Background: an optimization exercise with open tools, aiming at small area. Do not read the settings as production practice.
In this exercise RTL edits were held to simulation tests only and were not proved equivalent to the original.
The flow treats the clock pin as an ideal source. Dropping or thinning the clock tree relies on that and would not hold on a real chip.
No activity file was given, so power comes from the tool's default toggle rates.

==> flow/design.v <==
module top_wrapper (
    input  wire       clk,
    input  wire       rst_n,
    input  wire       start_sample,
    input  wire       din1,
    output wire       cs_n,
    output wire       sclk,
    output wire       dac_sclk,
    output wire       dac_cs,
    output wire       dac_mosi,
    output wire       tx
);
  wire rst = !rst_n;
  reg  [8:0] lf;
  reg        sc;
  wire       term = (lf == 9'd364);
  wire       E    = term & !sc;
  always @(posedge clk) begin
    if (rst | term) lf <= 9'd0;
    else            lf <= {lf[7:0], ~(lf[8] ^ lf[4])};
    if (rst)        sc <= 1'b0;
    else if (term)  sc <= ~sc;
  end
  assign sclk     = sc;
  assign dac_sclk = sc;
  reg  [4:0] as;
  reg        db;                  
  wire adc_w1 = (as == 5'd17);
  wire adc_w2 = (as == 5'd18);
  wire       aset = (as == 5'd19) | (&as & !start_sample);
  wire [4:0] at   = {&as[3:0], &as[2:0], &as[1:0], as[0], 1'b1};
  always @(posedge clk) begin
    if (rst) as <= 5'd31;
    else if (E) as <= (as ^ at) | {5{aset}};
    if (E) db <= din1;
  end
  assign cs_n = as[4];
  reg [4:0] ds;
  wire       dset = (ds == 5'd16) | (ds == 5'd30 & !start_sample);
  wire [4:0] dt   = {&ds[3:0], &ds[2:0], &ds[1:0], ds[0], 1'b1};
  always @(posedge clk) begin
    if (rst) ds <= 5'd30;
    else if (E) ds <= dset ? 5'd30 : (ds ^ dt);
  end
  assign dac_cs   = ds[4];
  assign dac_mosi = !ds[4] & (ds[3] | ds[2]);
  reg [3:0] u;
  reg       pb;           
  reg       nb;           
  reg       txr;
  reg  [3:0] w;
  reg        e, f;
  wire push = (adc_w1 | adc_w2) & !f;
  wire pop  = (u == 4'd0) & !e;
  wire w0   = (w == 4'd0);
  wire w15  = (w == 4'd15);
  wire push_only = push & !pop;
  wire pop_only  = pop & !push;
  wire wu = E & push_only & !w15;
  wire wd = E & pop_only;
  wire [3:0] wt = {(wu & w[0] & w[1] & w[2]) | (wd & !w[0] & !w[1] & !w[2]),
                   (wu & w[0] & w[1])        | (wd & !w[0] & !w[1]),
                   (wu & w[0])               | (wd & !w[0]),
                   wu | wd};
  always @(posedge clk) begin
    if (rst) begin
      w <= 4'd0; e <= 1'b0; f <= 1'b0;
    end else begin
      w <= w ^ wt;
      if (E) begin
        e <= !push_only & (w0 | !start_sample);
        f <= !pop_only & (w15 | !start_sample);
      end
    end
  end
  reg  [6:0] ph;
  wire       cy  = &ph[2:0];
  wire       pp  = E & pop;
  wire       pu  = cy & !pp;
  wire       pdn = pp & !cy;
  wire [6:0] pt  = {(pu & ph[3] & ph[4] & ph[5]) | (pdn & !ph[3] & !ph[4] & !ph[5]),
                    (pu & ph[3] & ph[4])         | (pdn & !ph[3] & !ph[4]),
                    (pu & ph[3])                 | (pdn & !ph[3]),
                    pu | pdn,
                    ph[1] & ph[0], ph[0], 1'b1};
  always @(posedge clk) begin
    if (rst) ph <= 7'd0;
    else     ph <= ph ^ pt;
  end
  reg  [127:0] R;
  reg  [3:0]   hr;                            
  wire [2:0]   bi   = ph[2:0];
  wire         atw  = (ph[6:3] == w);
  wire         wlo  = atw & (as[4:3] == 2'b01) & (bi == ~as[2:0]);
  wire         whi  = atw & adc_w2 & !(w15 & pb);
  wire         rin  = wlo ? db : whi ? (!bi[2] & hr[3]) : R[127];
  wire         hin  = (as[4:2] == 3'b001 && ph[1:0] == ~as[1:0]) ? db : hr[3];
  always @(posedge clk) begin
    R  <= {R[126:0], rin};
    hr <= {hr[2:0], hin};
  end
  wire rd = !u[3] & (ph[6:3] == {4{pb}}) & (ph[2:0] == u[2:0]);
  always @(posedge clk) begin
    if (rd) nb <= R[127] & (pb | !w0);
    if (rst) begin
      u <= 4'd14; txr <= 1'b1;
    end else if (E) begin
      if (u == 4'd8) u <= 4'd14;
      else if (u != 4'd14 || !e) u <= u + 4'd1;
      txr <= u[3] | nb;
      pb  <= (u == 4'd0) ? !e : (pb & !u[3]);
    end
  end
  assign tx = txr;
endmodule
export LEC_CHECK = 0
export CAP_MARGIN = 20
export CORE_MARGIN = 2
export CORE_UTILIZATION = 70
export SLEW_MARGIN = 20
create_clock -name core_clock -period 10.0 [get_ports {clk}]
standard.sh (not shown) runs the stock make flow with config.mk's settings and CLKGATE_MAP_FILE= SYNTH_SCRIPT=/design/flow/synth_recipe.tcl, a recipe that flattens the netlist after the stock synthesis.
==> flow/flow/run.sh <==
#!/bin/bash
# Standard layout (the standard.sh, standard synthesis unchanged), except
# that the clock tree is built by flow/cts_tree.tcl in place of TritonCTS (a
# root buffer, and CTS_NLEAF or more group buffers each driving the
# flip-flops of one area, as many as it takes to keep the estimated clock pin
# slew within CTS_SLEW_TARGET_PS), and the ports are buffered with the
# smallest buffer. The output of every tool goes to standard.log here and to
# the ORFS logs under orfs/logs.
set -euo pipefail
export PRE_CTS_TCL="$PWD/flow/cts_tree.tcl"
export CTS_NLEAF=8
export CTS_SLEW_TARGET_PS=115
export CTS_LEAF_CELL=sky130_fd_sc_hd__buf_6
export CTS_ROOT_CELL=sky130_fd_sc_hd__clkbuf_4
export BUFFER_PORTS_ARGS="-inputs -outputs -buffer_cell sky130_fd_sc_hd__buf_1"
bash standard.sh > standard.log 2>&1
==> flow/flow/cts_tree.tcl <==
# A small clock tree in place of TritonCTS. The clock flip-flops are split
# into groups by position (balanced k-means), each group is driven by one
# clock buffer at its centre, and one root buffer between the clock port and
# the group buffers. The number of groups starts at CTS_NLEAF and grows until
# the largest slew at a flip-flop clock pin, estimated from the placement,
# is at most CTS_SLEW_TARGET_PS.

proc cts_groups {sinks nleaf} {
  set n [llength $sinks]
  set sorted [lsort -real -index 1 [lmap s $sinks {list $s [expr {[lindex $s 1] + [lindex $s 2]}]}]]
  set cx {}; set cy {}
  for {set k 0} {$k < $nleaf} {incr k} {
    set s [lindex [lindex $sorted [expr {int(($k + 0.5) * $n / $nleaf)}]] 0]
    lappend cx [lindex $s 1]; lappend cy [lindex $s 2]
  }
  set cap [expr {int(ceil(1.0 * $n / $nleaf)) + 2}]
  for {set iter 0} {$iter < 30} {incr iter} {
    set pairs {}
    set i 0
    foreach s $sinks {
      for {set k 0} {$k < $nleaf} {incr k} {
        set d [expr {abs([lindex $s 1] - [lindex $cx $k]) + abs([lindex $s 2] - [lindex $cy $k])}]
        lappend pairs [list $d $i $k]
      }
      incr i
    }
    set pairs [lsort -real -index 0 $pairs]
    set asg [lrepeat $n -1]
    set cnt [lrepeat $nleaf 0]
    foreach p $pairs {
      lassign $p d i k
      if {[lindex $asg $i] >= 0} continue
      if {[lindex $cnt $k] >= $cap} continue
      lset asg $i $k
      lset cnt $k [expr {[lindex $cnt $k] + 1}]
    }
    set sx [lrepeat $nleaf 0.0]; set sy [lrepeat $nleaf 0.0]
    for {set i 0} {$i < $n} {incr i} {
      set k [lindex $asg $i]
      lset sx $k [expr {[lindex $sx $k] + [lindex [lindex $sinks $i] 1]}]
      lset sy $k [expr {[lindex $sy $k] + [lindex [lindex $sinks $i] 2]}]
    }
    for {set k 0} {$k < $nleaf} {incr k} {
      if {[lindex $cnt $k] > 0} {
        lset cx $k [expr {[lindex $sx $k] / [lindex $cnt $k]}]
        lset cy $k [expr {[lindex $sy $k] / [lindex $cnt $k]}]
      }
    }
  }
  return [list $asg $cx $cy $cnt]
}

proc cts_place {inst x y} {
  set m [$inst getMaster]
  $inst setLocation [expr {int($x - [$m getWidth] / 2)}] [expr {int($y - [$m getHeight] / 2)}]
  $inst setPlacementStatus PLACED
}

proc cts_build {sinks nleaf} {
  set block [ord::get_db_block]
  set db [ord::get_db]
  set clknet [$block findNet clk]
  lassign [cts_groups $sinks $nleaf] asg cx cy cnt
  puts "custom cts: $nleaf groups, sizes $cnt"
  set root [odb::dbInst_create $block [$db findMaster $::env(CTS_ROOT_CELL)] "clkbuf_root"]
  set rnet [odb::dbNet_create $block "clknet_root"]
  $rnet setSigType CLOCK
  [$root findITerm A] connect $clknet
  [$root findITerm X] connect $rnet
  set mx 0.0; set my 0.0
  for {set k 0} {$k < $nleaf} {incr k} {
    set mx [expr {$mx + [lindex $cx $k] / $nleaf}]
    set my [expr {$my + [lindex $cy $k] / $nleaf}]
  }
  cts_place $root $mx $my
  set lmaster [$db findMaster $::env(CTS_LEAF_CELL)]
  set n [llength $sinks]
  for {set k 0} {$k < $nleaf} {incr k} {
    set buf [odb::dbInst_create $block $lmaster "clkbuf_leaf_$k"]
    set net [odb::dbNet_create $block "clknet_leaf_$k"]
    $net setSigType CLOCK
    [$buf findITerm A] connect $rnet
    [$buf findITerm X] connect $net
    cts_place $buf [lindex $cx $k] [lindex $cy $k]
    for {set i 0} {$i < $n} {incr i} {
      if {[lindex $asg $i] == $k} {
        set it [lindex [lindex $sinks $i] 0]
        $it disconnect
        $it connect $net
      }
    }
  }
}

proc cts_teardown {sinks nleaf} {
  set block [ord::get_db_block]
  set clknet [$block findNet clk]
  foreach s $sinks {
    set it [lindex $s 0]
    $it disconnect
    $it connect $clknet
  }
  for {set k 0} {$k < $nleaf} {incr k} {
    odb::dbInst_destroy [$block findInst "clkbuf_leaf_$k"]
    odb::dbNet_destroy [$block findNet "clknet_leaf_$k"]
  }
  odb::dbInst_destroy [$block findInst "clkbuf_root"]
  odb::dbNet_destroy [$block findNet "clknet_root"]
}

proc cts_max_slew_ps {} {
  estimate_parasitics -placement
  set worst 0.0
  foreach pin [all_registers -clock_pins -edge_triggered] {
    foreach edge {rise fall} {
      set s [get_property $pin slew_max_$edge]
      set ps [expr {[sta::time_ui_sta $s] * 1e12}]
      if {$ps > $worst} { set worst $ps }
    }
  }
  return $worst
}

proc clock_tree_synthesis {args} {
  set block [ord::get_db_block]
  set clknet [$block findNet clk]
  set sinks {}
  foreach it [$clknet getITerms] {
    set bb [[$it getInst] getBBox]
    lappend sinks [list $it [expr {([$bb xMin] + [$bb xMax]) / 2.0}] [expr {([$bb yMin] + [$bb yMax]) / 2.0}]]
  }
  puts "custom cts: [llength $sinks] sinks"
  set_propagated_clock [all_clocks]
  set nleaf $::env(CTS_NLEAF)
  while {1} {
    cts_build $sinks $nleaf
    set slew [cts_max_slew_ps]
    puts "custom cts: $nleaf groups, estimated worst clock pin slew $slew ps"
    if {$slew <= $::env(CTS_SLEW_TARGET_PS) || $nleaf >= 40} break
    cts_teardown $sinks $nleaf
    incr nleaf
  }
  $clknet setSigType CLOCK
}
The baseline completed without violations.
Change:
==> flow/flow/run.sh (replaced) <==
#!/bin/bash
# Standard layout, except that the clock tree is built by flow/cts_tree.tcl
# (a root buffer and CTS_NLEAF or more group buffers, each driving the
# flip-flops of one area), and the ports are buffered with the smallest
# buffer. Each tool's output goes to standard.log and the ORFS logs.
set -euo pipefail
export PRE_CTS_TCL="$PWD/flow/cts_tree.tcl"
export CTS_NLEAF=8
export CTS_SLEW_TARGET_PS=115
export CTS_LEAF_CELL=sky130_fd_sc_hd__buf_6
export CTS_ROOT_CELL=sky130_fd_sc_hd__clkbuf_4
export BUFFER_PORTS_ARGS="-inputs -outputs -buffer_cell sky130_fd_sc_hd__buf_1"
bash standard.sh > standard.log 2>&1
Settings changed: CORE_UTILIZATION 70 to 80.
Result:
- fmax falls by 3.4%
- worst hold slack hardly moves
- cell area shrinks by 0.35%
- via count rises by 12%
- total power stays flat
- synthesized cell count is unchanged
- setup slack degrades by 0.12 ns
- clock power hardly moves
- global-route usage rises by 12 points
Change:
Settings changed: CORE_UTILIZATION 80 to 60.
Setup slack improves by 0.16 ns.
Design area went up by 0.90%.
Global-route usage went down by 15 points.
Cell count went up by about 6%.
Area after synthesis is unchanged.
Wire length went down by 35%.
Synthesized cell count does not change.
Sequential share of layout area went down by 0.62 points.
Critical path depth is unchanged.
Total power went down by about 0.5%.
Register-to-register slack improves by 0.27 ns.
Change:
--- a/flow/flow/run.sh
+++ b/flow/flow/run.sh
@@ -8,6 +8,6 @@
 export CTS_NLEAF=8
 export CTS_SLEW_TARGET_PS=115
-export CTS_LEAF_CELL=sky130_fd_sc_hd__buf_6
-export CTS_ROOT_CELL=sky130_fd_sc_hd__clkbuf_4
+export CTS_LEAF_CELL=sky130_fd_sc_hd__clkbuf_8
+export CTS_ROOT_CELL=sky130_fd_sc_hd__clkbuf_16
 export BUFFER_PORTS_ARGS="-inputs -outputs -buffer_cell sky130_fd_sc_hd__buf_1"
 bash standard.sh > standard.log 2>&1
--- a/flow/flow/cts_tree.tcl
+++ b/flow/flow/cts_tree.tcl
@@ -14,5 +14,5 @@
     lappend cx [lindex $s 1]; lappend cy [lindex $s 2]
   }
-  set cap [expr {int(ceil(1.0 * $n / $nleaf)) + 2}]
+  set cap [expr {int(ceil(1.0 * $n / $nleaf))}]
   for {set iter 0} {$iter < 30} {incr iter} {
     set pairs {}
@@ -20,5 +20,5 @@
     foreach s $sinks {
       for {set k 0} {$k < $nleaf} {incr k} {
-        set d [expr {abs([lindex $s 1] - [lindex $cx $k]) + abs([lindex $s 2] - [lindex $cy $k])}]
+        set d [expr {pow([lindex $s 1] - [lindex $cx $k], 2) + pow([lindex $s 2] - [lindex $cy $k], 2)}]
         lappend pairs [list $d $i $k]
       }
Routed wire length is higher slightly.
Global-route usage stays flat.
Synthesized cell count is unchanged.
Sequential share of layout area decreases by 0.43 points.
Die area stays the same.
Total power goes up by a few percent.
Design area rises slightly.
Flip-flop and latch count does not change.
Via count climbs slightly.
Final cell count is about the same.
Change:
--- a/flow/flow/run.sh
+++ b/flow/flow/run.sh
@@ -9,5 +9,5 @@
 export CTS_SLEW_TARGET_PS=115
 export CTS_LEAF_CELL=sky130_fd_sc_hd__clkbuf_8
-export CTS_ROOT_CELL=sky130_fd_sc_hd__clkbuf_16
+export CTS_ROOT_CELL=sky130_fd_sc_hd__clkbuf_8
 export BUFFER_PORTS_ARGS="-inputs -outputs -buffer_cell sky130_fd_sc_hd__buf_1"
 bash standard.sh > standard.log 2>&1
--- a/flow/flow/cts_tree.tcl
+++ b/flow/flow/cts_tree.tcl
@@ -14,5 +14,5 @@
     lappend cx [lindex $s 1]; lappend cy [lindex $s 2]
   }
-  set cap [expr {int(ceil(1.0 * $n / $nleaf))}]
+  set cap [expr {int(ceil(1.0 * $n / $nleaf)) + 2}]
   for {set iter 0} {$iter < 30} {incr iter} {
     set pairs {}
@@ -20,5 +20,5 @@
     foreach s $sinks {
       for {set k 0} {$k < $nleaf} {incr k} {
-        set d [expr {pow([lindex $s 1] - [lindex $cx $k], 2) + pow([lindex $s 2] - [lindex $cy $k], 2)}]
+        set d [expr {abs([lindex $s 1] - [lindex $cx $k]) + abs([lindex $s 2] - [lindex $cy $k])}]
         lappend pairs [list $d $i $k]
       }
Settings changed: CORE_UTILIZATION 60 to 70.
Result:
- wire length increases by 7.3%
- setup slack gets worse by 0.034 ns
- total power fell by 0.98%
- synthesized cell count is unchanged
- hold slack hardly moves
- maximum frequency falls by 0.99%
- register-to-register slack improved by 0.04 ns
- cell area drops by 0.76%
- critical path depth stays the same
- core utilization climbs by 9.3 points
- via count rises by 2.0%
In every run of this note, the design's own scripts or RTL, not TritonCTS, make the clock network.

==> afterwards: timing with drivers on the ports <==
The results above use ideal ports. As a check the final layouts listed here were re-extracted and re-timed, cells and wires unchanged. Step 1, drivers: a clkbuf_16 drives clk and a buf_2 each remaining input, both assumed. Step 2 adds t to the input delays and takes it off the output delays; t is the mean of the earliest and latest rising clock arrival at the registers after step 1. Input paths then give back, and output paths get back, about the clock's delay inside the block. Three values: ideal ports, drivers, drivers and shift; two values: the first two.
| run | t, ns | slack for setup (ns) | worst setup path after step 2 | worst slew at a driven data input, ns |
|---|---|---|---|---|
| the first run | 0.498 | 6.647 / 6.648 / 6.149 | input to register | 0.03 |
| the second run | 0.522 | 6.529 / 6.525 / 6.004 | input to register | 0.03 |
| the third run | 0.499 | 6.693 / 6.692 / 6.193 | input to register | 0.03 |
| the fourth run | 0.380 | 6.563 / 6.568 / 6.188 | input to register | 0.03 |
| the fifth run | 0.409 | 6.528 / 6.529 / 6.119 | input to register | 0.03 |
After both steps every run listed still meets setup and hold. The setup slack of the second run, which loses most, moves by -0.004 ns with the drivers and by -0.525 ns with both steps.
